Context: an optimization exercise on an open-source flow, tuned for small area. The choices shown serve that exercise and are no tape-out recipe.
In this exercise RTL edits were held to simulation tests only and were not proved equivalent to the original.
Power figures rest on the tool's default switching activity, not on a simulated workload.

## before
==> flow/design.v (excerpt) <==
module processor(clk, rst_n, load, dload, laddr, insload, loadreg, reg_addr, reg_load,
                 pc_out, rf_we, rf_waddr, rf_wdata, dm_we, dm_addr, dm_wdata);
clock: 10.0 ns
lec_check: 0
cap_margin: 20
core_margin: 2
core_utilization: 50
cts_buf_list: sky130_fd_sc_hd__clkbuf_16
cts_cluster_diameter: 150
cts_cluster_size: 25
slew_margin: 20
synth_hierarchical: 1
synth_minimum_keep_size: 0
run.sh (not shown) runs the stock make flow with config.mk's settings and CLKGATE_MAP_FILE= SYNTH_SCRIPT=/design/flow/synth_recipe.tcl, a recipe that flattens the netlist after the stock synthesis.
Inputs modified between before and after:
- changing CORE_UTILIZATION from 50 to 45
==> flow/flow/run.sh (new file) <==
#!/bin/bash
# Layout flow: the standard synthesis and ORFS steps (standard.sh), with
# three settings changed for area:
#  - ports are buffered with buf_1 instead of the default port buffer,
#  - buffers that ABC inserted are removed before placement (the resizer
#    re-buffers where slew or capacitance needs it),
#  - the clock tree is built without dummy balancing loads.
# Each step's full log is in orfs/logs/; make's own output is in flow_*.log.
set -euo pipefail
bash standard.sh synth > flow_synth.log 2>&1
bash standard.sh \
  REMOVE_ABC_BUFFERS=1 \
  "BUFFER_PORTS_ARGS=-buffer_cell sky130_fd_sc_hd__buf_1" \
  "CTS_ARGS=-sink_clustering_enable -repair_clock_nets -buf_list sky130_fd_sc_hd__clkbuf_16 -sink_clustering_size 25 -sink_clustering_max_diameter 150 -dont_use_dummy_load" \
  finish > flow_layout.log 2>&1
==> flow/standard.sh (new file) <==
#!/bin/bash
# synth_recipe.tcl (not shown) runs the flow's synth.tcl, then flattens the netlist and writes it again
# the make line also repeats each setting of config.mk as NAME=value (left out here)
make -C /OpenROAD-flow-scripts/flow DESIGN_CONFIG=/design/flow/config.mk WORK_HOME=/design/flow/orfs CLKGATE_MAP_FILE= SYNTH_SCRIPT=/design/flow/synth_recipe.tcl "${@:-finish}"
removed: flow/run.sh
Notes after the runs:
- after against before: cell count higher; share of cell area taken by multi-input logic gates roughly the same; combinational cell fraction of total power lower; number of fill cells higher; non-clock buffer area fraction after layout lower.
- On maximum frequency, before loses to after.
- before and after ended up with nearly the same worst-case hold slack.
- On post-synth design cell area, before tracks after almost exactly.
- Diff before and after: worst-case setup margin in the final layout lower in before

---

the reference run:
processor, a different RTL version from the one above (not shown whole).
Size: roughly 0.049 mm² of cells after synthesis.
clock: 10.0 ns
lec_check: 0
cap_margin: 20
core_margin: 2
core_utilization: 45
cts_buf_list: sky130_fd_sc_hd__clkbuf_16
cts_cluster_diameter: 100
cts_cluster_size: 25
slew_margin: 20
synth_hierarchical: 1
synth_minimum_keep_size: 0
standard.sh (not shown) runs the stock make flow with config.mk's settings and CLKGATE_MAP_FILE= SYNTH_SCRIPT=/design/flow/synth_recipe.tcl, a recipe that flattens the netlist after the stock synthesis.
==> flow/flow/run.sh <==
#!/bin/bash
# Layout flow: the standard synthesis and ORFS steps (standard.sh), with
# a few settings changed for area:
#  - ports are buffered with buf_1 instead of the default port buffer,
#  - buffers that ABC inserted are removed before placement (the resizer
#    re-buffers where slew or capacitance needs it),
#  - the clock tree is built without dummy balancing loads.
# Each step's full log is in orfs/logs/; make's own output is in flow_*.log.
set -euo pipefail
bash standard.sh synth > flow_synth.log 2>&1
bash standard.sh \
  REMOVE_ABC_BUFFERS=1 \
  "BUFFER_PORTS_ARGS=-buffer_cell sky130_fd_sc_hd__buf_1" \
  "CTS_ARGS=-sink_clustering_enable -repair_clock_nets -buf_list sky130_fd_sc_hd__clkbuf_16 -sink_clustering_size 25 -sink_clustering_max_diameter 100 -dont_use_dummy_load" \
  finish > flow_layout.log 2>&1
The reference run went all the way through synthesis, placement and routing and the layout is clean on timing, DRC and antenna.
[inputs] the trial run vs the reference run
Settings: swapping 25 for 30 in CTS_CLUSTER_SIZE; putting GPL_TIMING_DRIVEN at 0 where nothing was set; swapping 100 for 80 in CTS_CLUSTER_DIAMETER.
diff --git a/flow/flow/run.sh b/flow/flow/run.sh
--- a/flow/flow/run.sh
+++ b/flow/flow/run.sh
@@ -12,4 +12,4 @@
   REMOVE_ABC_BUFFERS=1 \
   "BUFFER_PORTS_ARGS=-buffer_cell sky130_fd_sc_hd__buf_1" \
-  "CTS_ARGS=-sink_clustering_enable -repair_clock_nets -buf_list sky130_fd_sc_hd__clkbuf_16 -sink_clustering_size 25 -sink_clustering_max_diameter 100 -dont_use_dummy_load" \
+  "CTS_ARGS=-sink_clustering_enable -repair_clock_nets -buf_list sky130_fd_sc_hd__clkbuf_16 -sink_clustering_size 30 -sink_clustering_max_diameter 80 -dont_use_dummy_load" \
   finish > flow_layout.log 2>&1
--- outcome ---
Leakage power total: the trial run < the reference run
The trial run against the reference run: final critical-path setup slack now smaller, non-clock buffer count now smaller, sequential share of layout area now larger.
Summary of the trial run over the reference run: number of clock buffers inserted by TritonCTS -about 8%; non-clock buffer area fraction after layout -0.54 points; cell count -about 1.1%; number of placed instances, taps included -about 1%.
Met2 layer usage reported by global route (higher): the trial run

-- static timing again, ports no longer ideal --
The flow's constraints put no driver on any port. The routed layouts listed below were extracted and timed again, unchanged, in two steps. Step 1 assumes that a clkbuf_16 drives the clock port and a buf_2 every other input. Step 2 also shifts input and output timing later by t, the mid clock arrival at the registers, as if the neighbouring blocks saw the same clock. Slacks: ideal ports / drivers / drivers and shift; pairs: ideal ports / drivers.
run	t, ns	setup slack, ns	pins driven straight from the clock port
before	0.805	1.355 / 1.282 / 1.662	1
after	0.768	1.609 / 1.540 / 1.626	1
the reference run	0.763	1.291 / 1.220 / 1.487	1
the trial run	0.759	1.181 / 1.106 / 1.201	1
After both steps setup and hold are still met in every run listed.
